This is an optimization exercise on Yosys and OpenROAD, whose aim is small area, not a production implementation. The RTL was checked by simulation tests, not by an equivalence proof against the original design. Power is estimated from default activity; no workload was simulated.

==> flow/design.v <==
module simproc_system #(
    parameter CLK_BITS = 10
) (
    input  logic                        clk,
    input  logic                        rst,
    input  logic    [CLK_BITS - 1 : 0]  clk_per_bit,
    input  logic                        uart_rx,
    output logic                        uart_tx,
    output logic                        halt,
    output logic                        done
);
    logic [7:0] u;
    assign u = clk_per_bit[9:2];
    logic       rx_done;
    logic [7:0] rx_byte;
    logic [7:0] pc, ad, rdata, wdata;
    logic [5:0] raddr, waddr;
    logic       cpu_rd, cpu_mid, run, uart_we, pc_set_wr, mem_we;
    uart_rx_unit RX (
        .clk(clk), .rst(rst), .u(u), .uart_rx(uart_rx),
        .rx_done(rx_done), .rx_byte(rx_byte)
    );
    cmd_unit CMD (
        .clk(clk), .rst(rst), .u(u), .rx_done(rx_done), .rx_byte(rx_byte),
        .pc(pc), .cpu_rd(cpu_rd), .cpu_mid(cpu_mid), .rdata(rdata),
        .uart_tx(uart_tx), .run(run), .uart_we(uart_we), .pc_set_wr(pc_set_wr), .ad(ad)
    );
    cpu_unit CPU (
        .clk(clk), .rst(rst), .run(run), .uart_we(uart_we), .pc_set_wr(pc_set_wr),
        .ad(ad), .rdata(rdata), .rx_byte(rx_byte),
        .pc(pc), .cpu_rd(cpu_rd), .cpu_mid(cpu_mid), .halt(halt), .done(done),
        .raddr(raddr), .waddr(waddr), .wdata(wdata), .mem_we(mem_we)
    );
    mem_unit MEM (
        .clk(clk), .raddr(raddr), .waddr(waddr), .wdata(wdata), .we(mem_we),
        .rdata(rdata)
    );
endmodule
module uart_rx_unit (
    input  logic       clk,
    input  logic       rst,
    input  logic [7:0] u,
    input  logic       uart_rx,
    output logic       rx_done,
    output logic [7:0] rx_byte
);
    localparam logic [1:0] R_IDLE = 2'd0, R_START = 2'd1, R_RECV = 2'd2, R_DONE = 2'd3;
    logic       rx_meta, rx_in;
    logic [1:0] state;
    logic [9:0] cnt;             
    logic [8:0] sr;              
    logic       start, tick;
    assign start   = (state == R_START);
    assign tick    = start ? (cnt == 10'd2) : (cnt == 10'd1);
    assign rx_byte = sr[8:1];
    always_ff @(posedge clk) begin
        rx_meta <= uart_rx;
        rx_in   <= rx_meta;
    end
    always_ff @(posedge clk) begin
        if (rst) begin
            state   <= R_IDLE;
            rx_done <= 1'b0;
        end else begin
            rx_done <= 1'b0;
            case (state)
                R_IDLE:  if (!rx_in) state <= R_START;
                R_START: if (tick) state <= R_RECV;
                R_RECV:  if (tick && sr[0]) state <= R_DONE;
                default: if (tick) begin
                    state   <= R_IDLE;
                    rx_done <= 1'b1;
                end
            endcase
        end
    end
    always_ff @(posedge clk) begin
        if (state == R_IDLE || tick)
            cnt <= {u, 2'b00};
        else
            cnt <= cnt - {8'd0, start, !start};
        if (tick) begin
            if (start)
                sr <= 9'h100;
            else if (state == R_RECV && !sr[0])
                sr <= {rx_in, sr[8:1]};
        end
    end
endmodule
module cmd_unit (
    input  logic       clk,
    input  logic       rst,
    input  logic [7:0] u,
    input  logic       rx_done,
    input  logic [7:0] rx_byte,
    input  logic [7:0] pc,
    input  logic       cpu_rd,
    input  logic       cpu_mid,
    input  logic [7:0] rdata,
    output logic       uart_tx,
    output logic       run,
    output logic       uart_we,
    output logic       pc_set_wr,
    output logic [7:0] ad
);
    localparam logic [2:0] S_WCMD = 3'd0, S_WADDR = 3'd1, S_WDATA = 3'd2, S_EXEC = 3'd3,
                           S_RESP = 3'd4, S_XMIT = 3'd5, S_XDONE = 3'd6, S_XFIN = 3'd7;
    localparam logic [3:0] K_NOP = 4'd0, K_READ = 4'd1, K_WRITE = 4'd2, K_PING = 4'd3,
                           K_RUN = 4'd4, K_HALT = 4'd5, K_STEP = 4'd6, K_SETPC = 4'd7,
                           K_GETPC = 4'd8;
    logic [2:0] cs;
    logic [3:0] ci;              
    logic       run_reg, step_pulse;
    logic [9:0] tx_cnt;
    logic       tx_tick;
    logic [3:0] rx_code;
    always_comb begin
        case (rx_byte)
            8'hA3:   rx_code = K_READ;
            8'h5C:   rx_code = K_WRITE;
            8'hF0:   rx_code = K_PING;
            8'h3F:   rx_code = K_RUN;
            8'hC7:   rx_code = K_HALT;
            8'h6D:   rx_code = K_STEP;
            8'h99:   rx_code = K_SETPC;
            8'hB2:   rx_code = K_GETPC;
            default: rx_code = K_NOP;
        endcase
    end
    assign tx_tick = (tx_cnt == 10'd1);
    logic exec, is_read, is_ping, is_getpc, is_resp;
    assign exec     = (cs == S_EXEC);
    assign is_read  = (ci == K_READ);
    assign is_ping  = (ci == K_PING);
    assign is_getpc = (ci == K_GETPC);
    assign is_resp  = is_read | is_ping | is_getpc;
    logic [7:0] resp_val;
    always_comb begin
        if (is_ping)       resp_val = 8'hAA;
        else if (is_getpc) resp_val = pc;
        else               resp_val = rdata;
    end
    logic       ad_en;
    logic [7:0] ad_d;
    assign ad_en = (cs == S_WADDR && rx_done)
                 || (exec && is_resp && !(is_read && cpu_rd))
                 || (cs == S_RESP && is_read && cpu_mid)
                 || (cs == S_XMIT && tx_tick && ci != 4'd0);
    assign ad_d  = (cs == S_WADDR) ? rx_byte : (cs == S_XMIT) ? {1'b1, ad[7:1]} : resp_val;
    always_ff @(posedge clk) begin
        if (rst) begin
            cs         <= S_WCMD;
            run_reg    <= 1'b0;
            step_pulse <= 1'b0;
            uart_tx    <= 1'b1;
        end else begin
            step_pulse <= exec && ci == K_STEP;
            if (exec && ci == K_RUN)  run_reg <= 1'b1;
            if (exec && ci == K_HALT) run_reg <= 1'b0;
            uart_tx <= (cs == S_XMIT) ? (ci != 4'd0 ? ad[0] : 1'b0) : 1'b1;
            case (cs)
                S_WCMD:  if (rx_done) cs <= S_WADDR;
                S_WADDR: if (rx_done) cs <= S_WDATA;
                S_WDATA: if (rx_done) cs <= S_EXEC;
                S_EXEC:  cs <= is_resp ? S_RESP : S_WCMD;
                S_RESP:  cs <= S_XMIT;
                S_XMIT:  if (tx_tick && ci == 4'd9) cs <= S_XDONE;
                S_XDONE: cs <= S_XFIN;
                default: cs <= S_WCMD;
            endcase
        end
    end
    always_ff @(posedge clk) begin
        case (cs)
            S_WCMD:  if (rx_done) ci <= rx_code;
            S_RESP:  ci <= 4'd0;
            S_XMIT:  if (tx_tick) ci <= ci + 4'd1;
            default: ;
        endcase
        if (ad_en) ad <= ad_d;
        if (cs == S_RESP || tx_tick)
            tx_cnt <= {u, 2'b00};
        else
            tx_cnt <= tx_cnt - 10'd1;
    end
    assign run       = step_pulse | run_reg;
    assign uart_we   = exec && ci == K_WRITE;
    assign pc_set_wr = exec && ci == K_SETPC;
endmodule
module cpu_unit (
    input  logic       clk,
    input  logic       rst,
    input  logic       run,
    input  logic       uart_we,
    input  logic       pc_set_wr,
    input  logic [7:0] ad,
    input  logic [7:0] rdata,
    input  logic [7:0] rx_byte,
    output logic [7:0] pc,
    output logic       cpu_rd,
    output logic       cpu_mid,
    output logic       halt,
    output logic       done,
    output logic [5:0] raddr,
    output logic [5:0] waddr,
    output logic [7:0] wdata,
    output logic       mem_we
);
    localparam logic [2:0] C_IDLE = 3'd0, C_1 = 3'd1, C_2 = 3'd2, C_3 = 3'd3,
                           C_4 = 3'd4, C_5 = 3'd5;
    logic [2:0] st;
    logic [7:0] ir;
    logic       nf, zf;
    logic [7:0] rf [0:3];
    logic       pend;            
    logic [3:0] op;
    assign op = ir[3:0];
    logic op_add, op_sub, op_nand, op_arith, op_shift, op_load, op_store, op_br, op_ori;
    assign op_add   = (op == 4'b0100);
    assign op_sub   = (op == 4'b0110);
    assign op_nand  = (op == 4'b1000);
    assign op_arith = op_add | op_sub | op_nand;
    assign op_shift = (op[2:0] == 3'b011);
    assign op_load  = (op == 4'b0000);
    assign op_store = (op == 4'b0010);
    assign op_br    = (op == 4'b1001) || (op == 4'b0101) || (op == 4'b1010) || (op == 4'b0001);
    assign op_ori   = (op[2:0] == 3'b111);
    logic [1:0] ra;
    logic [7:0] a, b;
    assign ra = op_ori ? 2'b00 : ir[7:6];
    rf_read RR (.r0(rf[0]), .r1(rf[1]), .r2(rf[2]), .r3(rf[3]), .ra(ra), .rb(ir[5:4]), .a(a), .b(b));
    logic [7:0] alu;
    alu_unit ALU (
        .a(a), .b(b), .ir(ir), .rdata(rdata), .op_add(op_add), .op_sub(op_sub),
        .op_nand(op_nand), .op_shift(op_shift), .op_load(op_load), .op_ori(op_ori), .alu(alu)
    );
    logic taken;
    always_comb begin
        case (op)
            4'b1001: taken = !zf;
            4'b0101: taken = !nf;
            4'b1010: taken = zf;
            default: taken = 1'b1;
        endcase
    end
    logic in_c1, in_c3;
    assign in_c1  = (st == C_1);
    assign in_c3  = (st == C_3);
    assign cpu_rd = in_c1 || (in_c3 && op_load);
    assign cpu_mid = (st == C_2) || (st == C_4 && op_load);
    always_comb begin
        case (st)
            C_3:     done = op_store || op_br;
            C_4:     done = !op_ori;
            C_5:     done = 1'b1;
            default: done = 1'b0;
        endcase
    end
    assign halt = (st == C_IDLE);
    logic cpu_we;
    assign cpu_we = in_c3 && op_store;
    logic [7:0] ir_d;
    mem_ports MP (
        .in_c1(in_c1), .ld(in_c3 && op_load), .cpu_we(cpu_we), .pend(pend),
        .pc(pc), .b(b), .a(a), .ad(ad), .rx_byte(rx_byte), .rdata(rdata),
        .raddr(raddr), .waddr(waddr), .wdata(wdata), .ir_d(ir_d)
    );
    assign mem_we = cpu_we || uart_we || pend;
    always_ff @(posedge clk) begin
        pend <= cpu_we && uart_we;
    end
    always_ff @(posedge clk) begin
        if (rst) begin
            st <= C_IDLE;
        end else begin
            case (st)
                C_IDLE:  if (run) st <= C_1;
                C_1:     st <= C_2;
                C_2:     st <= C_3;
                C_3:     begin
                    if (op_arith || op_shift || op_load || op_ori) st <= C_4;
                    else if (op_store || op_br) st <= run ? C_1 : C_IDLE;
                    else st <= C_IDLE;
                end
                C_4:     st <= op_ori ? C_5 : (run ? C_1 : C_IDLE);
                C_5:     st <= run ? C_1 : C_IDLE;
                default: st <= C_IDLE;
            endcase
        end
    end
    always_ff @(posedge clk) begin
        if (in_c1) ir <= ir_d;
    end
    logic [7:0] pc_sum;
    assign pc_sum = pc + (in_c1 ? 8'd1 : {{4{ir[7]}}, ir[7:4]});
    logic       pc_en;
    logic [7:0] pc_d;
    assign pc_en = rst || in_c1 || (in_c3 && op_br && taken) || (halt && pc_set_wr);
    assign pc_d  = {8{!rst}} & (halt ? ad : pc_sum);
    always_ff @(posedge clk) begin
        if (pc_en) pc <= pc_d;
    end
    logic rf_we, fl_we;
    assign rf_we = in_c3 && (op_arith || op_shift || op_load || op_ori);
    assign fl_we = in_c3 && (op_arith || op_shift || op_ori);
    logic [7:0] rf_d;
    assign rf_d = {8{!rst}} & alu;
    always_ff @(posedge clk) begin
        if (rst || fl_we) begin
            nf <= rf_d[7];
            zf <= !rst && (alu == 8'h00);
        end
    end
    genvar w;
    generate
        for (w = 0; w < 4; w++) begin : g_rf
            always_ff @(posedge clk) begin
                if (rst || (rf_we && ra == w)) rf[w] <= rf_d;
            end
        end
    endgenerate
endmodule
module mem_unit (
    input  logic       clk,
    input  logic [5:0] raddr,
    input  logic [5:0] waddr,
    input  logic [7:0] wdata,
    input  logic       we,
    output logic [7:0] rdata
);
    logic [7:0] mem [0:63];
    logic [7:0] wlo, whi;
    logic [7:0] rlo, rhi;
    always_comb begin
        for (int i = 0; i < 8; i++) begin
            wlo[i] = we && waddr[2:0] == i;
            whi[i] = waddr[5:3] == i;
            rlo[i] = raddr[2:0] == i;
            rhi[i] = raddr[5:3] == i;
        end
    end
    genvar wi;
    generate
        for (wi = 0; wi < 64; wi++) begin : g_word
            always_ff @(posedge clk) begin
                if (wlo[wi % 8] && whi[wi / 8]) mem[wi] <= wdata;
            end
        end
    endgenerate
    logic [63:0] sel;
    always_comb begin
        for (int i = 0; i < 64; i++) sel[i] = rlo[i % 8] & rhi[i / 8];
    end
    genvar bi, k;
    generate
        for (bi = 0; bi < 8; bi++) begin : g_bit
            logic [21:0] part;
            for (k = 0; k < 21; k++) begin : g_slice
                ao222_slice S (
                    .s(sel[3 * k + 2 : 3 * k]),
                    .d({mem[3 * k + 2][bi], mem[3 * k + 1][bi], mem[3 * k][bi]}),
                    .y(part[k])
                );
            end
            assign part[21] = ~(sel[63] & mem[63][bi]);
            assign rdata[bi] = ~&part;
        end
    endgenerate
endmodule
module ao222_slice (
    input  logic [2:0] s,
    input  logic [2:0] d,
    output logic       y
);
    assign y = ~|(s & d);
endmodule
module rf_read (
    input  logic [7:0] r0, r1, r2, r3,
    input  logic [1:0] ra, rb,
    output logic [7:0] a, b
);
    always_comb begin
        case (ra)
            2'd0:    a = r0;
            2'd1:    a = r1;
            2'd2:    a = r2;
            default: a = r3;
        endcase
        case (rb)
            2'd0:    b = r0;
            2'd1:    b = r1;
            2'd2:    b = r2;
            default: b = r3;
        endcase
    end
endmodule
module mem_ports (
    input  logic       in_c1, ld, cpu_we, pend,
    input  logic [7:0] pc, b, a, ad, rx_byte, rdata,
    output logic [5:0] raddr, waddr,
    output logic [7:0] wdata, ir_d
);
    assign raddr = in_c1 ? pc[5:0] : ld ? b[5:0] : ad[5:0];
    assign waddr = cpu_we ? b[5:0] : ad[5:0];
    assign wdata = cpu_we ? a : rx_byte;
    assign ir_d  = (pend && pc[5:0] == ad[5:0]) ? rx_byte : rdata;
endmodule
module alu_unit (
    input  logic [7:0] a, b, ir, rdata,
    input  logic       op_add, op_sub, op_nand, op_shift, op_load, op_ori,
    output logic [7:0] alu
);
    logic [7:0] sum;
    logic [8:0] c;
    logic [7:0] bb;
    assign bb   = b ^ {8{op_sub}};
    always_comb begin
        c[0] = op_sub;
        for (int i = 0; i < 8; i++) begin
            sum[i]   = a[i] ^ bb[i] ^ c[i];
            c[i + 1] = (a[i] & bb[i]) | (c[i] & (a[i] ^ bb[i]));
        end
    end
    logic [6:0] sh;              
    logic       pass_a;
    always_comb begin
        sh = 7'd0;
        if (op_shift) begin
            if (ir[5]) sh[3 - ir[4:3]] = 1'b1;      
            else       sh[3 + ir[4:3]] = 1'b1;      
        end
    end
    assign pass_a = sh[3] | op_ori;
    always_comb begin
        for (int i = 0; i < 8; i++) begin
            alu[i] = (op_add | op_sub) & sum[i]
                   | op_nand & ~(a[i] & b[i])
                   | op_load & rdata[i]
                   | pass_a & a[i]
                   | (i < 5 ? op_ori & ir[(i + 3) % 8] : 1'b0);
            for (int k = 0; k < 7; k++)
                if (k != 3 && i + k - 3 >= 0 && i + k - 3 < 8)
                    alu[i] = alu[i] | sh[k] & a[(i + k + 5) % 8];
        end
    end
endmodule
`default_nettype none
module tt_um_ieeeuoftasic_simproc (
    input  wire [7:0] ui_in,     
    output wire [7:0] uo_out,    
    input  wire [7:0] uio_in,    
    output wire [7:0] uio_out,   
    output wire [7:0] uio_oe,    
    input  wire       ena,       
    input  wire       clk,       
    input  wire       rst_n      
);
  wire rst;
  wire [9:0] clk_per_bit;
  assign clk_per_bit = {uio_in[7:0], 2'b00};  
  assign rst = ~rst_n;
  assign uio_oe = 8'b0000_0000;  
  assign uio_out = 8'b0000_0000;  
  assign uo_out[7:3] = 5'b0_0000;  
  simproc_system #(
     .CLK_BITS(10)
  ) U1 (
      .clk(clk),
      .rst(rst),
      .clk_per_bit(clk_per_bit),
      .uart_rx(ui_in[0]),
      .uart_tx(uo_out[0]),
      .halt(uo_out[1]),
      .done(uo_out[2])
  );
  wire _unused = &{ui_in[7:1], ena, 1'b0};
endmodule
==> flow/flow/run.sh <==
#!/bin/bash
set -euo pipefail
work=$(pwd)
here=$(cd "$(dirname "${BASH_SOURCE[0]}")" && pwd)

# The standard flow's synthesis script with the ABC mapping script swapped
{
  echo 'proc abc {args} {'
  echo '  set i [lsearch -exact $args -script]'
  echo '  if {$i >= 0} { lset args [expr {$i + 1}] $::env(AREA_ABC_SCRIPT) }'
  echo '  yosys abc {*}$args'
  echo '}'
  cat "$work/synth_recipe.tcl"
} > "$work/synth_area.tcl"

cts="-sink_clustering_enable -repair_clock_nets -sink_clustering_size 18"
cts="$cts -sink_clustering_max_diameter 70 -buf_list sky130_fd_sc_hd__clkbuf_8"
cts="$cts -dont_use_dummy_load"

bash "$work/standard.sh" \
  "SYNTH_SCRIPT=$work/synth_area.tcl" \
  "AREA_ABC_SCRIPT=$here/abc_area.script" \
  "CTS_ARGS=$cts" \
  "BUFFER_PORTS_ARGS=-buffer_cell sky130_fd_sc_hd__buf_1" \
  finish > "$work/standard.log" 2>&1
==> flow/flow/abc_area.script <==
strash
&get -n
&fraig -x
&put
scorr
dc2
strash
&get -n
&dch -f
&nf -R 1000 -p
&put
==> flow/standard.sh <==
#!/bin/bash
# synth_recipe.tcl (not shown) runs the flow's synth.tcl, then flattens the netlist and writes it again
# the make line also repeats each setting of config.mk as NAME=value (left out here)
make -C /OpenROAD-flow-scripts/flow DESIGN_CONFIG=/design/flow/config.mk WORK_HOME=/design/flow/orfs CLKGATE_MAP_FILE= SYNTH_SCRIPT=/design/flow/synth_recipe.tcl "${@:-finish}"
==> flow/config.mk <==
export PLATFORM = sky130hd
export DESIGN_NAME = tt_um_ieeeuoftasic_simproc
export DESIGN_NICKNAME = tt_um_ieeeuoftasic_simproc
export VERILOG_FILES = /design/flow/design.v
export SDC_FILE = /design/flow/constraint.sdc
export NUM_CORES = 4
export LEC_CHECK = 0
export CAP_MARGIN = 20
export CORE_MARGIN = 2
export CORE_UTILIZATION = 65
export CTS_BUF_LIST = sky130_fd_sc_hd__clkbuf_8
export CTS_CLUSTER_DIAMETER = 50
export CTS_CLUSTER_SIZE = 16
export SLEW_MARGIN = 20
export SYNTH_HIERARCHICAL = 1
==> flow/constraint.sdc <==
create_clock -name core_clock -period 20.0 [get_ports {clk}]
set_input_delay 4.0000 -clock core_clock [delete_from_list [all_inputs] [get_ports {clk}]]
set_output_delay 4.0000 -clock core_clock [all_outputs]
set_load 0.01 [all_outputs]
==> flow_summary.yaml, run 1 <==
sta:
  finClkSkew_ns: 0.0737
  slew_headroom: 0.260
  hold_ws_ns: 0.335
  report.final.hold_viol_count: 0
  clock.fmax_mhz: 141
  finalSetupViolCount: 0
  report.final.slew_viol_count: 0
  fin_crit_ns: 7.11
  tightest_slew_ns: 1.10
  period_share: 0.355
  rsz0062_at_grt: "no"
  fin_tns_setup_ns: 0
synth:
  ys_seq_area_frac: 0.733
  synth.distinct_cells: 51
  yosysTopAreaCellShare: 0.705
  yosys_warnings: 15
  syn_avg_cell_area_um2: 15.3
  yosysTopAreaCell: "edfxtp_1"
  synth_edf_count: 583
  async_reset_ff_frac: 0
  synth.most_common_cell: "edfxtp_1"
  ys_ff_latch: 618
  synthTopCellsByArea: "edfxtp_1 70%, a222oi_1 8.0%, nor2_1 3.1%"
  ys_top_cells_by_count: "583 x edfxtp_1, 205 x nor2_1, 199 x a222oi_1"
  ys.flop_type: "edfxtp_1"
  syn_area_um2: 24800
  netlist_instances: 1624
setup_path:
  cp-end-kind: "flop"
  worst-endpoint-required_ns: 20.43
  cp.arrival_ns: 7.54
  cp-start-kind: "flop"
  cp_top_family: "simple AND/OR/NAND/NOR gates"
  critPathLaunch: "U1.CPU.ir[2]"
  crit_chain: "or4_1 > nor2_1 > mux2i_1 > o21ai_0 > nand3b_1 > nor2_1 > a222oi_1 > nand4_1 > nor4_1 > nand3_1 > a222oi_1 > nand3_1 > nor3_1 > nand2_1 > nor3_1"
  rrSetupSlack_ns: 12.89
  slowest_delay_ns: 0.83
  slowest_stage: "nand3b_1"
  critPathMaxFanout: 8
  rr_startpoint: "U1.CPU.ir[2]"
  crit_type: "reg -> reg"
  crit_buf_inv: 0
die:
  ios: 43
  dieArea_um2: 39800
  rows: 71
  initial_core_util: 0.660
  die_h_um: 200
  core_um2: 37700
  die_w_um: 200
route:
  drc: 0
  wl_um: 60700
  firstDrtPassIters: 13
  top_layer: "met4"
  avgViaCountPerCell: 7.06
  route.met3.wl_um: 5930
  vias: 15500
  antenna_left: 0
  drt_iter0_markers: 2527
  wl_per_cell_um: 27.6
  met1_length_um: 24200
  wl_met2_um: 28600
clock_network:
  cts_setup_buffers: 0
  clock_latency_ns: 0.66
  cts_resized: 0
  clk_pin_slew_ns: 0.11
  cts-buffers-inserted: 41
  ctsRootBufferMaster: "clkbuf_8"
  ctsHtreeMaxLevel: 2
  cts_sinks: 618
  cts_tree: "yes"
  clk_path_buf_depth: 3
  cts_hold_buf: 0
job:
  max-cap-violations: 0
placed_design:
  hpwl_um: 38500
  placed_area_um2: 25500
  gp_congestion: 0.851
  numPortBuffers: 13
min_path:
  hold_class: "reg -> reg"
  worstHoldStart: "U1.RX.rx_meta"
finish:
  largest_registers: "U1.MEM.mem x512, U1.CPU.rf x32"
  diodes: 0
  fin_util: 0.693
  areaGrowthSynthToFinish_pct: 5.07
  drive_gt1_frac: 0.0410
  nNetsFinal: 1730
  design_area_um2: 26100
  top_register: "U1.MEM.mem"
  largest_reg_flops: 512
pwr:
  leakagePower_nw: 8.06
  p_int_mw: 1.71
  p_switching_mw: 0.553
  swShare: 0.244
  ir_drop_mv: 0.0979
  clock_power_share: 0.243
  combPwrFrac: 0.110
  powerDensity_nw_per_um2: 86.8
  pwr-share-seq: 0.647
grt:
  antenna_found_initial: 0
  grt_max_degree: 65
  grt-ovfl-total: 0
  track_usage: 0.308
  grt_pass1_vias: 14500
  grt_pass1_wl_um: 88900
outcome:
  status: "complete, no violations"
==> cell type report <==
type | instances | area (µm²)
Sequential cell | 618 | 18200
Clock buffer | 41 | 564
Tap cell | 511 | 639
Inverter | 24 | 90.1
Multi-Input combinational cell | 973 | 6440
Fill cell | 2668 | 11600
Timing Repair Buffer | 28 | 161
==> Yosys stat by module (local to each module, per instance), a selection <==
module	copies in the design	flops+latches	cell area, µm²	cells inside
tt_um_ieeeuoftasic_simproc	1	0	165	23
cmd_unit	1	28	1620	185
rf_read	1	0	325	56
uart_rx_unit	1	24	1100	106
mem_unit	1	512	16500	759
cpu_unit	1	54	2340	184
alu_unit	1	0	676	91
mem_ports	1	0	425	52
ao222_slice	168	0	10.0	1
==> layout by cell type (no fill, tap or decap), types with 24 or more instances in the layout <==
cell	Yosys	routed
nor2_1	205	205
clkbuf_8	0	41
a222oi_1	199	199
o21ai_0	31	31
a21oi_1	46	45
clkinv_1	24	24
dfxtp_1	35	35
nand3_1	35	35
nand4_1	37	37
nor2b_1	38	37
edfxtp_1	583	583
nand2_1	114	114
==> power groups by stage <==
stage / Combinational [mW] / Clock, mW / Sequential [mW]
detailed placement: 0.243 / 0 / 1.49
global placement: 0.235 / 0 / 1.49
finish: 0.248 / 0.551 / 1.47
global route: 0.274 / 0.595 / 1.47
CTS: 0.244 / 0.555 / 1.47
floorplan: 0.177 / 0 / 1.49
==> final timing paths <==
kind / to / cells after the start
worst max-delay path: U1.CPU.zf / 15
worst min-delay path: U1.RX.rx_in / 0
worst max register to register: U1.CPU.zf / 15
worst min register to register: U1.RX.rx_in / 0
==> cells by family after synthesis <==
kind of cell | count (synthesis) | synth area share
buffers and inverters | 53 | 0.0124
AO/OA/AOI/OAI | 328 | 0.111
flip-flops | 618 | 0.733
AND/OR/NAND/NOR | 533 | 0.102
multiplexers | 29 | 0.0127
XOR/XNOR | 36 | 0.0127
other | 1 | 0.000151
adder cells (fa/ha/maj) | 26 | 0.0154
==> per-layer routing <==
layer	up-vias	global-route usage
met1	7756	0.448
met2	830	0.481
met5	-	0
met4	0	0.105
met3	119	0.0489
li1	6787	-
==> stage by stage <==
stage,setup slack [ns],power (mW),instances
5_1_grt,12.46,2.34,2195
6_report,12.89,2.26,2195
3_5_place_dp,13.05,1.74,2154
2_1_floorplan,13.33,1.66,1644
3_3_place_gp,13.13,1.73,2154
4_1_cts,13.03,2.26,2195
==> inputs of run 2 (changes only) <==
--- a/flow/config.mk
+++ b/flow/config.mk
@@ -8,5 +8,5 @@
 export CAP_MARGIN = 20
 export CORE_MARGIN = 2
-export CORE_UTILIZATION = 65
+export CORE_UTILIZATION = 75
 export CTS_BUF_LIST = sky130_fd_sc_hd__clkbuf_8
 export CTS_CLUSTER_DIAMETER = 50
==> flow_summary.yaml, run 2 <==
finish:
  largest_reg_flops: 512
  diodes: 0
  layout_commonest_cell: "edfxtp_1"
  largest_registers: "U1.MEM.mem x512, U1.CPU.rf x32"
  top_register: "U1.MEM.mem"
  nNetsFinal: 1733
  areaGrowthSynthToFinish_pct: 4.71
  layout_common_cells: "583 x edfxtp_1, 205 x nor2_1, 199 x a222oi_1"
  drive_gt1_frac: 0.0409
  fillers: 1795
  fin_util: 0.798
  design_area_um2: 26000
setup_path:
  cp.arrival_ns: 7.59
  slowest_delay_ns: 0.82
  crit_type: "reg -> reg"
  cp-end-kind: "flop"
  worst-endpoint-required_ns: 20.37
  cp-start-kind: "flop"
  slowest_stage: "nand3b_1"
  critPathMaxFanout: 8
  crit_buf_inv: 0
  crit_chain: "or4_1 > nor2_1 > mux2i_1 > o21ai_0 > nand3b_1 > nor2_1 > a222oi_1 > nand4_1 > nor4_1 > nand3_1 > a222oi_1 > nand2_1 > a221oi_1 > nand3_1 > nor4_1 > nand2_1 > nor3_1"
  cp_top_family: "simple AND/OR/NAND/NOR gates"
min_path:
  hold_class: "reg -> reg"
sta:
  report.final.hold_viol_count: 0
  finalSetupViolCount: 0
  report.final.slew_viol_count: 0
  finClkSkew_ns: 0.0752
  fin_crit_ns: 7.23
  tightest_slew_ns: 1.02
  clock.fmax_mhz: 138
  period_share: 0.361
  fin_tns_setup_ns: 0
  slew_headroom: 0.314
  rsz0062_at_grt: "no"
synth:
  synth.distinct_cells: 51
  async_reset_ff_frac: 0
  syn_avg_cell_area_um2: 15.3
  ys_seq_area_frac: 0.733
  synthTopCellsByArea: "edfxtp_1 70%, a222oi_1 8.0%, nor2_1 3.1%"
  synth.most_common_cell: "edfxtp_1"
  yosys_warnings: 15
  netlist_instances: 1624
  synth_edf_count: 583
  yosysTopAreaCellShare: 0.705
  ys.flop_type: "edfxtp_1"
  ys_top_cells_by_count: "583 x edfxtp_1, 205 x nor2_1, 199 x a222oi_1"
  ys_ff_latch: 618
  syn_area_um2: 24800
  yosysTopAreaCell: "edfxtp_1"
die:
  core_um2: 32600
  rows: 66
  ios: 43
  initial_core_util: 0.762
  die_h_um: 186
  die_w_um: 186
  dieArea_um2: 34600
clock_network:
  clock_latency_ns: 0.61
  ctsHtreeMaxLevel: 2
  clk_path_buf_depth: 3
  cts_tree: "yes"
  cts_resized: 0
  ctsRootBufferMaster: "clkbuf_8"
  cts-buffers-inserted: 41
  cts_setup_buffers: 0
  cts_sinks: 618
  clk_pin_slew_ns: 0.12
  cts_hold_buf: 0
grt:
  grt_max_degree: 65
  grt-ovfl-total: 0
  antenna_found_initial: 0
  grt_pass1_wl_um: 88400
  track_usage: 0.349
  grt_pass1_vias: 14800
route:
  avgViaCountPerCell: 7.49
  drc: 0
  wl_um: 59100
  wl_per_cell_um: 27.8
  drt_iter0_markers: 2937
  antenna_left: 0
  firstDrtPassIters: 10
  vias: 15900
placed_design:
  placed_area_um2: 25400
  hpwl_um: 37600
  numPortBuffers: 13
  gp_congestion: 0.888
job:
  max-cap-violations: 0
pwr:
  ir_drop_mv: 0.0943
  leakagePower_nw: 8.08
  powerDensity_nw_per_um2: 86.7
outcome:
  status: "complete, no violations"
run 2: cell type report:
class	count	area (µm²)	area share
inverters	24	90.1	0.00346
flip-flops and latches	618	18200	0.700
multi-input cells	973	6420	0.247
well taps	442	553	0.0213
repair buffers	31	184	0.00707
clock buffers	41	564	0.0217
run 2: kinds of logic (layout without fill, tap and decap cells):
group	Yosys count	count (layout)	synth area share
adders and majority gates	26	26	0.0154
buffers and inverters	53	96	0.0124
DFF	618	618	0.733
muxes	29	29	0.0127
AOI/OAI and AO/OA	328	328	0.111
other	1	21	0.000151
xor gates and xnor gates	36	36	0.0127
and+or+nand+nor	533	533	0.102
run 2: final timing paths:
check,start,to,slack [ns],cells past startpoint
max,U1.CPU.ir[2],U1.CPU.zf,12.77,17
max reg2reg,U1.CPU.ir[2],U1.CPU.zf,12.77,17
min reg2reg,U1.RX.rx_meta,U1.RX.rx_in,0.34,0
min,U1.RX.rx_meta,U1.RX.rx_in,0.34,0
run 2: where the power goes:
part           total [mW]  internal [mW]  switching (mW)
Clock               0.545          0.185           0.360
Combinational       0.246         0.0912           0.155
Sequential           1.46           1.43          0.0303
run 2: per-module statistics from Yosys, one instance, submodules excluded, excerpt:
| module | times used | flip-flops and latches |
|---|---|---|
| mem_ports | 1 | 0 |
| cmd_unit | 1 | 28 |
| uart_rx_unit | 1 | 24 |
| ao222_slice | 168 | 0 |
| tt_um_ieeeuoftasic_simproc | 1 | 0 |
| rf_read | 1 | 0 |
| cpu_unit | 1 | 54 |
| mem_unit | 1 | 512 |
| alu_unit | 1 | 0 |
run 2: routing by layer:
metal | share of wire | vias to the layer above | wire, µm | global-route usage
li1 | - | 6783 | - | -
met5 | 0 | - | 0 | 0
met3 | 0.12 | 173 | 7240 | 0.0562
met2 | 0.47 | 1213 | 27900 | 0.549
met1 | 0.36 | 7778 | 21500 | 0.503
met4 | 0.042 | 0 | 2450 | 0.129
run 2: stage by stage:
stage	power [mW]	worst slack, ns	instances	hold WS, ns
floorplan	1.66	13.33	1644	0.310
global placement	1.72	13.20	2088	0.314
detailed placement	1.73	13.19	2088	0.322
CTS	2.25	13.08	2129	0.345
global route	2.33	12.60	2129	0.348
finish	2.26	12.77	2129	0.340
==> inputs of run 3 (changes only) <==
--- a/flow/config.mk
+++ b/flow/config.mk
@@ -8,8 +8,9 @@
 export CAP_MARGIN = 20
 export CORE_MARGIN = 2
-export CORE_UTILIZATION = 75
+export CORE_UTILIZATION = 65
 export CTS_BUF_LIST = sky130_fd_sc_hd__clkbuf_8
 export CTS_CLUSTER_DIAMETER = 50
 export CTS_CLUSTER_SIZE = 16
+export GPL_TIMING_DRIVEN = 0
 export SLEW_MARGIN = 20
 export SYNTH_HIERARCHICAL = 1
==> flow_summary.yaml, run 3 <==
synth:
  ys_top_cells_by_count: "583 x edfxtp_1, 205 x nor2_1, 199 x a222oi_1"
  synth.most_common_cell: "edfxtp_1"
  yosysTopAreaCell: "edfxtp_1"
  syn_avg_cell_area_um2: 15.3
  async_reset_ff_frac: 0
  yosys_warnings: 15
  ys.flop_type: "edfxtp_1"
  synth_edf_count: 583
  yosysTopAreaCellShare: 0.705
  synth.distinct_cells: 51
  ys_ff_latch: 618
  synthTopCellsByArea: "edfxtp_1 70%, a222oi_1 8.0%, nor2_1 3.1%"
  netlist_instances: 1624
  ys_seq_area_frac: 0.733
  syn_area_um2: 24800
placed_design:
  hpwl_um: 38200
  numPortBuffers: 13
  pre_cts_ws_ns: 13.15
  gp_congestion: 0.873
sta:
  period_share: 0.356
  report.final.hold_viol_count: 0
  report.final.slew_viol_count: 0
  slew_headroom: 0.282
  finalSetupViolCount: 0
  setup_slack_ns: 12.89
  tightest_slew_ns: 1.06
  fin_crit_ns: 7.11
  finClkSkew_ns: 0.0651
  fin_tns_setup_ns: 0
  clock.fmax_mhz: 141
  rsz0062_at_grt: "no"
die:
  rows: 71
  core_um2: 37700
  ios: 43
  initial_core_util: 0.660
  die_w_um: 200
  die_h_um: 200
  dieArea_um2: 39800
grt:
  grt_pass1_vias: 14600
  grt_pass1_wl_um: 88100
  track_usage: 0.305
  antenna_found_initial: 0
  grt-ovfl-total: 0
  grt_max_degree: 65
outcome:
  status: "complete, no violations"
finish:
  layout_common_cells: "583 x edfxtp_1, 205 x nor2_1, 199 x a222oi_1"
  areaGrowthSynthToFinish_pct: 5.68
  largest_registers: "U1.MEM.mem x512, U1.CPU.rf x32"
  fillers: 2618
  drive_gt1_frac: 0.0517
  largest_reg_flops: 512
  regArea_um2: 18200
  nNetsFinal: 1748
  diodes: 0
  multi_input_comb_area_um2: 6470
  layout_commonest_cell: "edfxtp_1"
  top_register: "U1.MEM.mem"
setup_path:
  critPathMaxFanout: 8
  worst-endpoint-required_ns: 20.44
  rr_startpoint: "U1.CPU.ir[2]"
  crit_type: "reg -> reg"
  cp-end-kind: "flop"
  cp.arrival_ns: 7.55
  cp-start-kind: "flop"
  critPathLaunch: "U1.CPU.ir[2]"
pwr:
  powerDensity_nw_per_um2: 86.3
  leakagePower_nw: 8.19
  ir_drop_mv: 0.107
job:
  max-cap-violations: 0
clock_network:
  cts_tree: "yes"
  cts_sinks: 618
  clk_pin_slew_ns: 0.11
  clock_latency_ns: 0.65
  clk_path_buf_depth: 3
  ctsHtreeMaxLevel: 2
  cts-buffers-inserted: 41
  cts_hold_buf: 0
  cts_resized: 0
  ctsRootBufferMaster: "clkbuf_8"
  cts_setup_buffers: 0
route:
  antenna_left: 0
  drc: 0
  avgViaCountPerCell: 6.99
  vias: 15500
  wl_um: 59700
  drt_iter0_markers: 2485
  wl_per_cell_um: 27.0
  firstDrtPassIters: 8
min_path:
  hold_class: "reg -> reg"
  worstHoldStart: "U1.RX.rx_meta"
## run 3: per-module statistics from Yosys, one instance, submodules excluded, excerpt
module | cells inside | flip-flops and latches | area, µm²
mem_unit | 759 | 512 | 16500
cpu_unit | 184 | 54 | 2340
cmd_unit | 185 | 28 | 1620
uart_rx_unit | 106 | 24 | 1100
alu_unit | 91 | 0 | 676
mem_ports | 52 | 0 | 425
rf_read | 56 | 0 | 325
tt_um_ieeeuoftasic_simproc | 23 | 0 | 165
ao222_slice | 1 | 0 | 10.0
## run 3: path summary, 6_finish.rpt
check | to | slack, ns | cells after the start
max | U1.CPU.zf | 12.89 | 17
max reg2reg | U1.CPU.zf | 12.89 | 17
min | U1.RX.rx_in | 0.35 | 0
min reg2reg | U1.RX.rx_in | 0.35 | 0
## run 3: layer usage
| layer | track usage | vias to the layer above | routed length, µm |
|---|---|---|---|
| li1 | - | 6829 | - |
| met1 | 0.430 | 7678 | 23200 |
| met5 | 0 | - | 0 |
| met4 | 0.101 | 0 | 1850 |
| met3 | 0.0614 | 114 | 6290 |
| met2 | 0.482 | 843 | 28400 |
## run 3: cell families after synthesis
family                   share of synthesized area
other                                     0.000151
multiplexers                                0.0127
AO/OA/AOI/OAI                                0.111
buffers and inverters                       0.0124
flip-flops                                   0.733
AND/OR/NAND/NOR                              0.102
adder cells (fa/ha/maj)                     0.0154
XOR/XNOR                                    0.0127
## run 3: worst max-delay path, cell delays in order (launching register included)
cell and delay, ns:
edfxtp_1 0.51, or4_1 0.64, nor2_1 0.66, mux2i_1 0.15, o21ai_0 0.58, nand3b_1 0.81
nor2_1 0.35, a222oi_1 0.64, nand4_1 0.26, nor4_1 0.56, nand3_1 0.36, a222oi_1 0.43
nand2_1 0.10, a21oi_1 0.14, nand2_1 0.08, nor4_1 0.35, nand2_1 0.11, nor3_1 0.23
## run 3: layout make-up
class,instances,area share
Buffer,29,0.00829
Inverter,24,0.00343
Clock buffer,41,0.0215
Sequential cell,618,0.693
Multi-Input combinational cell,973,0.246
Tap cell,511,0.0244
Timing Repair Buffer,17,0.00272
## run 3: through the flow
step	cell area, µm²	utilization	instances	hold slack [ns]	total power [mW]
after detailed placement	25700	0.682	2172	0.344	1.74
after CTS	26300	0.697	2213	0.363	2.27
final	26300	0.697	2213	0.352	2.27
after floorplan	24900	-	1644	0.310	1.66
after global routing	26300	0.697	2213	0.361	2.35
after global placement	25600	0.680	2168	0.345	1.73
## run 3: power breakdown
part	switching [mW]	internal, mW	leakage [nW]
combinational	0.156	0.0932	2.31
sequential	0.0315	1.43	5.59
clock	0.364	0.185	0.295
==> inputs of run 4 (changes only) <==
--- a/flow/config.mk
+++ b/flow/config.mk
@@ -12,5 +12,4 @@
 export CTS_CLUSTER_DIAMETER = 50
 export CTS_CLUSTER_SIZE = 16
-export GPL_TIMING_DRIVEN = 0
 export SLEW_MARGIN = 20
 export SYNTH_HIERARCHICAL = 1
==> flow_summary.yaml, run 4 <==
outcome:
  status: "complete, no violations"
setup_path:
  worst-endpoint-required_ns: 20.43
  cp-start-kind: "flop"
  crit_chain: "or4_1 > nor2_1 > mux2i_1 > o21ai_0 > nand3b_1 > nor2_1 > a222oi_1 > nand4_1 > nor4_1 > nand3_1 > a222oi_1 > nand3_1 > nor3_1 > nand2_1 > nor3_1"
  cp-end-kind: "flop"
  rr_startpoint: "U1.CPU.ir[2]"
  slowest_delay_ns: 0.83
  cp.arrival_ns: 7.54
  worst-r2r-cell-count: 15
  cp_top_family: "simple AND/OR/NAND/NOR gates"
  rrSetupSlack_ns: 12.89
  r2r-end: "U1.CPU.zf"
  crit_type: "reg -> reg"
  slowest_stage: "nand3b_1"
  cp.depth: 15
  crit_buf_inv: 0
  critPathMaxFanout: 8
finish:
  top_register: "U1.MEM.mem"
  largest_registers: "U1.MEM.mem x512, U1.CPU.rf x32"
  layout_common_cells: "583 x edfxtp_1, 205 x nor2_1, 199 x a222oi_1"
  layout_commonest_cell: "edfxtp_1"
  areaGrowthSynthToFinish_pct: 5.07
  drive_gt1_frac: 0.0410
  nNetsFinal: 1730
  design_area_um2: 26100
  fin_util: 0.693
  diodes: 0
  largest_reg_flops: 512
sta:
  fin_tns_setup_ns: 0
  tightest_slew_ns: 1.10
  fin_crit_ns: 7.11
  rsz0062_at_grt: "no"
  slew_headroom: 0.260
  period_share: 0.355
  setup_slack_ns: 12.89
  clock.fmax_mhz: 141
  report.final.hold_viol_count: 0
  finClkSkew_ns: 0.0737
  finalSetupViolCount: 0
  report.final.slew_viol_count: 0
synth:
  async_reset_ff_frac: 0
  yosys_warnings: 15
  synth-simple-area-share: 0.102
  netlist_instances: 1624
  synth.distinct_cells: 51
  ys_ff_latch: 618
  muxShareOfSynthArea: 0.0127
  synth.most_common_cell: "edfxtp_1"
  synthAdderAreaFrac: 0.0154
  synth-compound-area-share: 0.111
  yosysTopAreaCellShare: 0.705
  synth_xor_area_frac: 0.0127
  ys.flop_type: "edfxtp_1"
  syn_area_um2: 24800
  synth_edf_count: 583
  yosysTopAreaCell: "edfxtp_1"
  synth_top_family_by_area: "compound AO/OA/AOI/OAI gates"
  ys_top_cells_by_count: "583 x edfxtp_1, 205 x nor2_1, 199 x a222oi_1"
  syn_avg_cell_area_um2: 15.3
  synthTopCellsByArea: "edfxtp_1 70%, a222oi_1 8.0%, nor2_1 3.1%"
  ys_seq_area_frac: 0.733
placed_design:
  pre_cts_ws_ns: 13.05
  hpwl_um: 38500
  gp_congestion: 0.851
  placed_area_um2: 25500
  numPortBuffers: 13
die:
  rows: 71
  core_um2: 37700
  dieArea_um2: 39800
  die_h_um: 200
  initial_core_util: 0.660
  die_w_um: 200
  ios: 43
clock_network:
  ctsRootBufferMaster: "clkbuf_8"
  cts_tree: "yes"
  clk_path_buf_depth: 3
  clk_pin_slew_ns: 0.11
  cts_setup_buffers: 0
  ctsHtreeMaxLevel: 2
  cts_resized: 0
  clock_latency_ns: 0.66
  cts_sinks: 618
  cts_hold_buf: 0
  cts-buffers-inserted: 41
min_path:
  worstHoldStart: "U1.RX.rx_meta"
  whs_path_depth: 0
  holdPathEnd: "U1.RX.rx_in"
  hold_class: "reg -> reg"
grt:
  grt-ovfl-total: 0
  grt_pass1_wl_um: 88900
  grt_pass1_vias: 14500
  antenna_found_initial: 0
  track_usage: 0.308
  grt_max_degree: 65
route:
  antenna_left: 0
  avgViaCountPerCell: 7.06
  drc: 0
  drt_iter0_markers: 2527
  firstDrtPassIters: 13
  wl_per_cell_um: 27.6
  vias: 15500
  wl_um: 60700
job:
  max-cap-violations: 0
pwr:
  total_power_mw: 2.26
  powerDensity_nw_per_um2: 86.8
  leakagePower_nw: 8.06
  ir_drop_mv: 0.0979
==> run 4: changes by cell type in the layout (fill, tap and decap cells not counted) <==
cell,delta
mux2_4,-8
buf_4,-15
o31ai_1,+2
a2111oi_4,+1
o21ai_0,+1
a2111oi_2,-1
nor2b_2,+1
buf_2,-3
o21ai_1,-1
mux2_2,+8
o31ai_2,-2
nor2b_1,-1
==> run 4: logic make-up after synthesis <==
logic type	count (synthesis)
adders and majority gates	26
muxes	29
and+or+nand+nor	533
xor gates and xnor gates	36
buffers and inverters	53
other	1
DFF	618
AOI/OAI and AO/OA	328
==> run 4: worst max-delay path by stage <==
stage                            start   endpoint
after CTS                 U1.CPU.ir[2]  U1.CPU.zf
final                     U1.CPU.ir[2]  U1.CPU.zf
after floorplan           U1.CPU.ir[0]  uo_out[2]
after global routing      U1.CPU.ir[2]  U1.CPU.zf
after global placement    U1.CPU.ir[2]  U1.CPU.zf
after detailed placement  U1.CPU.ir[2]  U1.CPU.zf
==> run 4: per-module statistics from Yosys, one instance, submodules excluded, excerpt <==
module	cells	area, µm²
tt_um_ieeeuoftasic_simproc	23	165
cpu_unit	184	2340
mem_ports	52	425
mem_unit	759	16500
rf_read	56	325
alu_unit	91	676
uart_rx_unit	106	1100
cmd_unit	185	1620
ao222_slice	1	10.0
==> run 4: per-stage QoR <==
| stage | hold WS (ns) | instances |
|---|---|---|
| final | 0.335 | 2195 |
| after global routing | 0.350 | 2195 |
| after CTS | 0.339 | 2195 |
| after detailed placement | 0.314 | 2154 |
| after global placement | 0.311 | 2154 |
| after floorplan | 0.310 | 1644 |
==> run 4: power by group <==
group | total (mW) | switching (mW) | internal [mW]
clock network | 0.551 | 0.366 | 0.185
registers | 1.47 | 0.0311 | 1.43
logic | 0.248 | 0.157 | 0.0913
==> run 4: per-layer routing <==
layer  vias up  wire (µm)  global-route usage
met2       830      28600               0.481
met1      7756      24200               0.448
met3       119       5930              0.0489
met5         -          0                   0
met4         0       1960               0.105
li1       6787          -                   -
==> run 4: cell type report <==
type | count | area, µm²
Inverter | 24 | 90.1
Fill cell | 2668 | 11600
Timing Repair Buffer | 28 | 161
Clock buffer | 41 | 564
Tap cell | 511 | 639
Multi-Input combinational cell | 973 | 6440
Sequential cell | 618 | 18200
==> inputs of run 5 (changes only) <==
--- a/flow/config.mk
+++ b/flow/config.mk
@@ -12,4 +12,5 @@
 export CTS_CLUSTER_DIAMETER = 50
 export CTS_CLUSTER_SIZE = 16
+export PLACE_DENSITY = 0.85
 export SLEW_MARGIN = 20
 export SYNTH_HIERARCHICAL = 1
==> flow_summary.yaml, run 5 <==
outcome:
  status: "complete, no violations"
grt:
  met3_usage: 0.0554
  grt_pass1_vias: 15100
  grt_most_used_layer: "met2"
  use_met2: 0.490
  grt_max_degree: 65
  grt_pass1_wl_um: 88500
  track_usage: 0.300
  grt-ovfl-total: 0
  antenna_found_initial: 0
  grtUsageMet1: 0.404
route:
  antenna_left: 0
  vias: 15800
  firstDrtPassIters: 8
  avgViaCountPerCell: 7.21
  drt_iter0_markers: 2607
  wl_um: 59000
  wl_per_cell_um: 26.9
  drc: 0
pwr:
  pwr-share-seq: 0.649
  powerDensity_nw_per_um2: 86.6
  leakagePower_nw: 8.05
  combPwrFrac: 0.110
  clock_power_share: 0.241
  swShare: 0.244
  p_switching_mw: 0.551
  ir_drop_mv: 0.0861
  p_int_mw: 1.71
  total_power_mw: 2.26
setup_path:
  cp-start-kind: "flop"
  crit_chain: "or4_1 > nor2_1 > mux2i_1 > o21ai_0 > or3b_1 > nor2_1 > a222oi_1 > nand4_1 > nor4_1 > nand3_1 > a222oi_1 > nand2_1 > a221oi_1 > nand3_1 > nor4_1 > nand2_1 > nor3_1"
  slowest_delay_ns: 0.71
  cp-end-kind: "flop"
  crit_type: "reg -> reg"
  cp.arrival_ns: 7.61
  crit_buf_inv: 0
  cp_top_family: "simple AND/OR/NAND/NOR gates"
  critPathMaxFanout: 8
  slowest_stage: "nor2_1"
  worst-endpoint-required_ns: 20.43
clock_network:
  cts_tree: "yes"
  cts_resized: 0
  ctsHtreeMaxLevel: 2
  clk_pin_slew_ns: 0.12
  clock_latency_ns: 0.67
  cts-buffers-inserted: 40
  cts_sinks: 618
  clk_path_buf_depth: 3
  ctsRootBufferMaster: "clkbuf_8"
  cts_hold_buf: 0
  cts_setup_buffers: 0
sta:
  fin_tns_setup_ns: 0
  fin_crit_ns: 7.18
  report.final.slew_viol_count: 0
  report.final.hold_viol_count: 0
  rsz0062_at_grt: "no"
  setup_slack_ns: 12.82
  hold_ws_ns: 0.338
  period_share: 0.359
  tightest_slew_ns: 1.04
  finClkSkew_ns: 0.0653
  slew_headroom: 0.300
  clock.fmax_mhz: 139
  finalSetupViolCount: 0
synth:
  yosys_warnings: 15
  ys_seq_area_frac: 0.733
  synth_edf_count: 583
  ys_top_cells_by_count: "583 x edfxtp_1, 205 x nor2_1, 199 x a222oi_1"
  yosysTopAreaCell: "edfxtp_1"
  syn_area_um2: 24800
  netlist_instances: 1624
  syn_avg_cell_area_um2: 15.3
  ys.flop_type: "edfxtp_1"
  ys_ff_latch: 618
  yosysTopAreaCellShare: 0.705
  synth.distinct_cells: 51
  synthTopCellsByArea: "edfxtp_1 70%, a222oi_1 8.0%, nor2_1 3.1%"
  synth.most_common_cell: "edfxtp_1"
  async_reset_ff_frac: 0
finish:
  layout_commonest_cell: "edfxtp_1"
  layout_common_cells: "583 x edfxtp_1, 205 x nor2_1, 199 x a222oi_1"
  design_area_um2: 26100
  top_register: "U1.MEM.mem"
  largest_registers: "U1.MEM.mem x512, U1.CPU.rf x32"
  nNetsFinal: 1728
  largest_reg_flops: 512
  diodes: 0
  stdcell_count: 2193
  fin_util: 0.692
  areaGrowthSynthToFinish_pct: 4.91
  drive_gt1_frac: 0.0380
placed_design:
  hpwl_um: 37900
  place_inst: 2153
  gp_congestion: 0.946
  placed_area_um2: 25500
  numPortBuffers: 13
  pre_cts_ws_ns: 13.11
die:
  die_w_um: 200
  die_h_um: 200
  dieArea_um2: 39800
  initial_core_util: 0.660
  core_um2: 37700
  rows: 71
  ios: 43
job:
  max-cap-violations: 0
min_path:
  hold_class: "reg -> reg"
## run 5: final timing paths
check	startpoint	end	slack, ns	cells after the start
max	U1.CPU.ir[2]	U1.CPU.zf	12.82	17
min	U1.RX.rx_meta	U1.RX.rx_in	0.34	0
max reg2reg	U1.CPU.ir[2]	U1.CPU.zf	12.82	17
min reg2reg	U1.RX.rx_meta	U1.RX.rx_in	0.34	0
## run 5: cell type report
class / instances / area [µm²]
flip-flops and latches: 618 / 18200
inverters: 24 / 90.1
clock buffers: 40 / 551
well taps: 511 / 639
multi-input cells: 973 / 6420
fillers: 2435 / 11600
repair buffers: 27 / 154
## run 5: logic make-up (layout without fill, tap and decap cells)
| logic type | count (synthesis) | after routing | synth area share |
|---|---|---|---|
| compound gates | 328 | 328 | 0.111 |
| other cells | 1 | 21 | 0.000151 |
| xor+xnor | 36 | 36 | 0.0127 |
| mux | 29 | 29 | 0.0127 |
| simple gates | 533 | 533 | 0.102 |
| fa+ha+maj | 26 | 26 | 0.0154 |
| flops | 618 | 618 | 0.733 |
| buf+inv | 53 | 91 | 0.0124 |
## run 5: metal layers
metal | wire length [µm] | up-vias
met4 | 2450 | 0
met3 | 7440 | 180
li1 | - | 6765
met1 | 20700 | 7711
met2 | 28500 | 1162
met5 | 0 | -
## run 5: modules after synthesis, one instance, submodules excluded, a selection
module                      times used  flip-flops and latches
mem_ports                            1                       0
mem_unit                             1                     512
uart_rx_unit                         1                      24
ao222_slice                        168                       0
alu_unit                             1                       0
tt_um_ieeeuoftasic_simproc           1                       0
rf_read                              1                       0
cmd_unit                             1                      28
## run 5: power groups by stage
stage | combinational, mW | clock, mW | sequential, mW
final | 0.248 | 0.544 | 1.47
after floorplan | 0.177 | 0 | 1.49
after CTS | 0.242 | 0.540 | 1.47
after detailed placement | 0.240 | 0 | 1.50
after global routing | 0.272 | 0.580 | 1.47
after global placement | 0.228 | 0 | 1.49
==> inputs of run 6 (changes only) <==
--- a/flow/flow/run.sh
+++ b/flow/flow/run.sh
@@ -15,5 +15,5 @@
 
 cts="-sink_clustering_enable -repair_clock_nets -sink_clustering_size 18"
-cts="$cts -sink_clustering_max_diameter 70 -buf_list sky130_fd_sc_hd__clkbuf_8"
+cts="$cts -sink_clustering_max_diameter 70 -buf_list \"sky130_fd_sc_hd__clkbuf_4 sky130_fd_sc_hd__clkbuf_8\""
 cts="$cts -dont_use_dummy_load"
 
--- a/flow/config.mk
+++ b/flow/config.mk
@@ -12,5 +12,4 @@
 export CTS_CLUSTER_DIAMETER = 50
 export CTS_CLUSTER_SIZE = 16
-export PLACE_DENSITY = 0.85
 export SLEW_MARGIN = 20
 export SYNTH_HIERARCHICAL = 1
==> flow_summary.yaml, run 6 <==
outcome:
  status: "aborted with a tool error"
  stop_stage: "clock tree synthesis"
  tool.error: "[ERROR STA-0564] clock_tree_synthesis positional arguments not supported."
synth:
  ys_top_cells_by_count: "583 x edfxtp_1, 205 x nor2_1, 199 x a222oi_1"
  yosys_warnings: 15
  syn_avg_cell_area_um2: 15.3
  synth_edf_count: 583
  syn_area_um2: 24800
  yosysTopAreaCell: "edfxtp_1"
  ys_seq_area_frac: 0.733
  yosysTopAreaCellShare: 0.705
  synthTopCellsByArea: "edfxtp_1 70%, a222oi_1 8.0%, nor2_1 3.1%"
  synth.distinct_cells: 51
  synth.most_common_cell: "edfxtp_1"
  async_reset_ff_frac: 0
  netlist_instances: 1624
  ys.flop_type: "edfxtp_1"
  ys_ff_latch: 618
placed_design:
  gp_congestion: 0.851
  numPortBuffers: 13
  hpwl_um: 38500
die:
  rows: 71
  initial_core_util: 0.660
  ios: 43
  die_h_um: 200
  die_w_um: 200
==> run 6: logic make-up after synthesis <==
kind of cell               count (synthesis)  synth area share
other                                      1          0.000151
muxes                                     29            0.0127
DFF                                      618             0.733
adders and majority gates                 26            0.0154
xor gates and xnor gates                  36            0.0127
AOI/OAI and AO/OA                        328             0.111
buffers and inverters                     53            0.0124
and+or+nand+nor                          533             0.102
==> run 6: through the flow <==
stage / std cells / worst slack [ns] / cell area [µm²] / hold slack, ns
floorplan: 1644 / 13.33 / 24900 / 0.310
global placement: 2154 / 13.13 / 25500 / 0.311
detailed placement: 2154 / 13.05 / 25500 / 0.314
==> run 6: how the worst min path moves through the flow <==
stage	slack, ns	to
2_1_floorplan	0.31	U1.RX.rx_in
3_3_place_gp	0.31	U1.RX.rx_in
3_5_place_dp	0.31	U1.RX.rx_in
==> run 6: per-module statistics from Yosys, one instance, submodules excluded, a selection <==
module | cells inside | cell area, µm²
uart_rx_unit | 106 | 1100
cpu_unit | 184 | 2340
mem_ports | 52 | 425
mem_unit | 759 | 16500
ao222_slice | 1 | 10.0
alu_unit | 91 | 676
==> run 6: power by group through the flow <==
stage          clock network, mW  logic [mW]  registers [mW]
2_1_floorplan                  0       0.177            1.49
3_3_place_gp                   0       0.235            1.49
3_5_place_dp                   0       0.243            1.49
==> inputs of run 7 (changes only) <==
--- a/flow/flow/run.sh
+++ b/flow/flow/run.sh
@@ -15,5 +15,5 @@
 
 cts="-sink_clustering_enable -repair_clock_nets -sink_clustering_size 18"
-cts="$cts -sink_clustering_max_diameter 70 -buf_list \"sky130_fd_sc_hd__clkbuf_4 sky130_fd_sc_hd__clkbuf_8\""
+cts="$cts -sink_clustering_max_diameter 70 -buf_list {sky130_fd_sc_hd__clkbuf_4 sky130_fd_sc_hd__clkbuf_8}"
 cts="$cts -dont_use_dummy_load"
 
==> flow_summary.yaml, run 7 <==
outcome:
  status: "complete, no violations"
finish:
  layout_common_cells: "583 x edfxtp_1, 205 x nor2_1, 199 x a222oi_1"
  fillers: 2668
  largest_registers: "U1.MEM.mem x512, U1.CPU.rf x32"
  nNetsFinal: 1730
  multi_input_comb_area_um2: 6440
  diodes: 0
  fin_util: 0.693
  top_register: "U1.MEM.mem"
  regArea_um2: 18200
  areaGrowthSynthToFinish_pct: 5.07
  drive_gt1_frac: 0.0410
  layout_commonest_cell: "edfxtp_1"
  largest_reg_flops: 512
synth:
  synth-compound-area-share: 0.111
  synthAdderAreaFrac: 0.0154
  yosysTopAreaCellShare: 0.705
  synthTopCellsByArea: "edfxtp_1 70%, a222oi_1 8.0%, nor2_1 3.1%"
  syn_area_um2: 24800
  syn_avg_cell_area_um2: 15.3
  ys_ff_latch: 618
  yosysTopAreaCell: "edfxtp_1"
  async_reset_ff_frac: 0
  synth_edf_count: 583
  synth.distinct_cells: 51
  yosys_warnings: 15
  synth_top_family_by_area: "compound AO/OA/AOI/OAI gates"
  ys.flop_type: "edfxtp_1"
  ys_seq_area_frac: 0.733
  synth-simple-area-share: 0.102
  muxShareOfSynthArea: 0.0127
  synth.most_common_cell: "edfxtp_1"
  synth_xor_area_frac: 0.0127
  netlist_instances: 1624
  ys_top_cells_by_count: "583 x edfxtp_1, 205 x nor2_1, 199 x a222oi_1"
sta:
  finClkSkew_ns: 0.0737
  report.final.hold_viol_count: 0
  fin_crit_ns: 7.11
  period_share: 0.355
  slew_headroom: 0.260
  rsz0062_at_grt: "no"
  hold_ws_ns: 0.335
  report.final.slew_viol_count: 0
  clock.fmax_mhz: 141
  setup_slack_ns: 12.89
  finalSetupViolCount: 0
  tightest_slew_ns: 1.10
  fin_tns_setup_ns: 0
die:
  die_w_um: 200
  ios: 43
  core_um2: 37700
  dieArea_um2: 39800
  rows: 71
  die_h_um: 200
  initial_core_util: 0.660
route:
  wl_um: 60700
  drc: 0
  antenna_left: 0
  firstDrtPassIters: 13
  wl_per_cell_um: 27.6
  vias: 15500
  drt_iter0_markers: 2527
  avgViaCountPerCell: 7.06
setup_path:
  cp-end-kind: "flop"
  worst-endpoint-required_ns: 20.43
  cp.arrival_ns: 7.54
  cp-endpoint: "U1.CPU.zf"
  rrSetupSlack_ns: 12.89
  cp-start-kind: "flop"
  rr_startpoint: "U1.CPU.ir[2]"
  critPathMaxFanout: 8
  worst-r2r-cell-count: 15
  r2r-end: "U1.CPU.zf"
  crit_type: "reg -> reg"
  critPathLaunch: "U1.CPU.ir[2]"
placed_design:
  hpwl_um: 38500
  gp_congestion: 0.851
  pre_cts_ws_ns: 13.05
  numPortBuffers: 13
grt:
  grt_pass1_wl_um: 88900
  grt_max_degree: 65
  antenna_found_initial: 0
  track_usage: 0.308
  grt-ovfl-total: 0
  grt_pass1_vias: 14500
pwr:
  ir_drop_mv: 0.0979
  powerDensity_nw_per_um2: 86.8
  leakagePower_nw: 8.06
min_path:
  hold_class: "reg -> reg"
clock_network:
  ctsHtreeMaxLevel: 2
  cts_tree: "yes"
  cts_setup_buffers: 0
  cts-buffers-inserted: 41
  cts_resized: 0
  cts_hold_buf: 0
  clk_path_buf_depth: 3
  clock_latency_ns: 0.66
  cts_sinks: 618
  ctsRootBufferMaster: "clkbuf_8"
  clk_pin_slew_ns: 0.11
job:
  max-cap-violations: 0
==> run 7: cell counts after synthesis <==
Identical to the previous run, type by type.
==> run 7: worst max-delay path, stage by stage, from the launching register on <==
cell and delay (ns):
edfxtp_1 0.47, or4_1 0.64, nor2_1 0.66, mux2i_1 0.17
o21ai_0 0.59, nand3b_1 0.83, nor2_1 0.36, a222oi_1 0.55
nand4_1 0.33, nor4_1 0.74, nand3_1 0.40, a222oi_1 0.43
nand3_1 0.17, nor3_1 0.24, nand2_1 0.08, nor3_1 0.26
==> run 7: report_power, final <==
part,internal (mW),total [mW],switching (mW)
logic,0.0913,0.248,0.157
clock network,0.185,0.551,0.366
registers,1.43,1.47,0.0311
total,1.71,2.26,0.553
==> run 7: kinds of logic after synthesis <==
kind of cell	count (synthesis)
xor+xnor	36
flops	618
other cells	1
mux	29
simple gates	533
fa+ha+maj	26
buf+inv	53
compound gates	328
==> run 7: layout make-up <==
type | instances | share of cell area
sequential | 618 | 0.698
multi-input combinational | 973 | 0.247
tap | 511 | 0.0245
clock buffer | 41 | 0.0216
timing repair buffer | 28 | 0.00618
inverter | 24 | 0.00345
==> run 7: how the worst min path moves through the flow <==
stage	start	endpoint	slack [ns]	depth (start not counted)
2_1_floorplan	U1.RX.rx_meta	U1.RX.rx_in	0.31	0
3_3_place_gp	U1.RX.rx_meta	U1.RX.rx_in	0.31	0
3_5_place_dp	U1.RX.rx_meta	U1.RX.rx_in	0.31	0
4_1_cts	U1.RX.rx_meta	U1.RX.rx_in	0.34	0
5_1_grt	U1.RX.rx_meta	U1.RX.rx_in	0.35	0
6_report	U1.RX.rx_meta	U1.RX.rx_in	0.34	0
==> run 7: metrics by stage <==
step / power, mW / instance area [µm²] / instances
finish: 2.26 / 26100 / 2195
global route: 2.34 / 26100 / 2195
CTS: 2.26 / 26100 / 2195
detailed placement: 1.74 / 25500 / 2154
global placement: 1.73 / 25500 / 2154
floorplan: 1.66 / 24900 / 1644
==> run 7: routing by layer <==
| metal | track usage | vias to the layer above | share of wire |
|---|---|---|---|
| li1 | - | 6787 | - |
| met1 | 0.448 | 7756 | 0.40 |
| met2 | 0.481 | 830 | 0.47 |
| met3 | 0.0489 | 119 | 0.098 |
| met4 | 0.105 | 0 | 0.032 |
| met5 | 0 | - | 0 |
==> run 7: modules after synthesis, one instance, submodules excluded, excerpt <==
module,cell area (µm²),flops+latches
mem_unit,16500,512
cpu_unit,2340,54
cmd_unit,1620,28
uart_rx_unit,1100,24
alu_unit,676,0
mem_ports,425,0
rf_read,325,0
tt_um_ieeeuoftasic_simproc,165,0
ao222_slice,10.0,0

[separate check: timing with driven ports]
No port has a modelled driver above. Below, the same layouts with a new extraction and two added sets of constraints.
Step 1 (the two cells are an assumption about what drives the block):
set clk [get_ports {clk}]
set_driving_cell -lib_cell sky130_fd_sc_hd__clkbuf_16 $clk
set_driving_cell -lib_cell sky130_fd_sc_hd__buf_2 [delete_from_list [all_inputs] $clk]
Step 2 adds t to the input delays and takes it off the output delays; t is the mean of the earliest and latest rising clock arrival at the registers after step 1. Input paths then give back, and output paths get back, about the clock's delay inside the block.
Three values: ideal, step 1, step 2; two values: the first two.
run	t, ns	slack for setup (ns)	latest minus earliest clock arrival (ns)
run 1	0.675	12.893 / 12.893 / 12.893	0.074 / 0.074
run 2	0.631	12.770 / 12.770 / 12.770	0.076 / 0.076
run 3	0.667	12.885 / 12.885 / 12.885	0.065 / 0.066
run 4	0.675	12.893 / 12.893 / 12.893	0.074 / 0.074
run 5	0.687	12.820 / 12.820 / 12.820	0.065 / 0.066
run 7	0.675	12.893 / 12.893 / 12.893	0.074 / 0.074
After both steps every run listed still meets setup and hold.
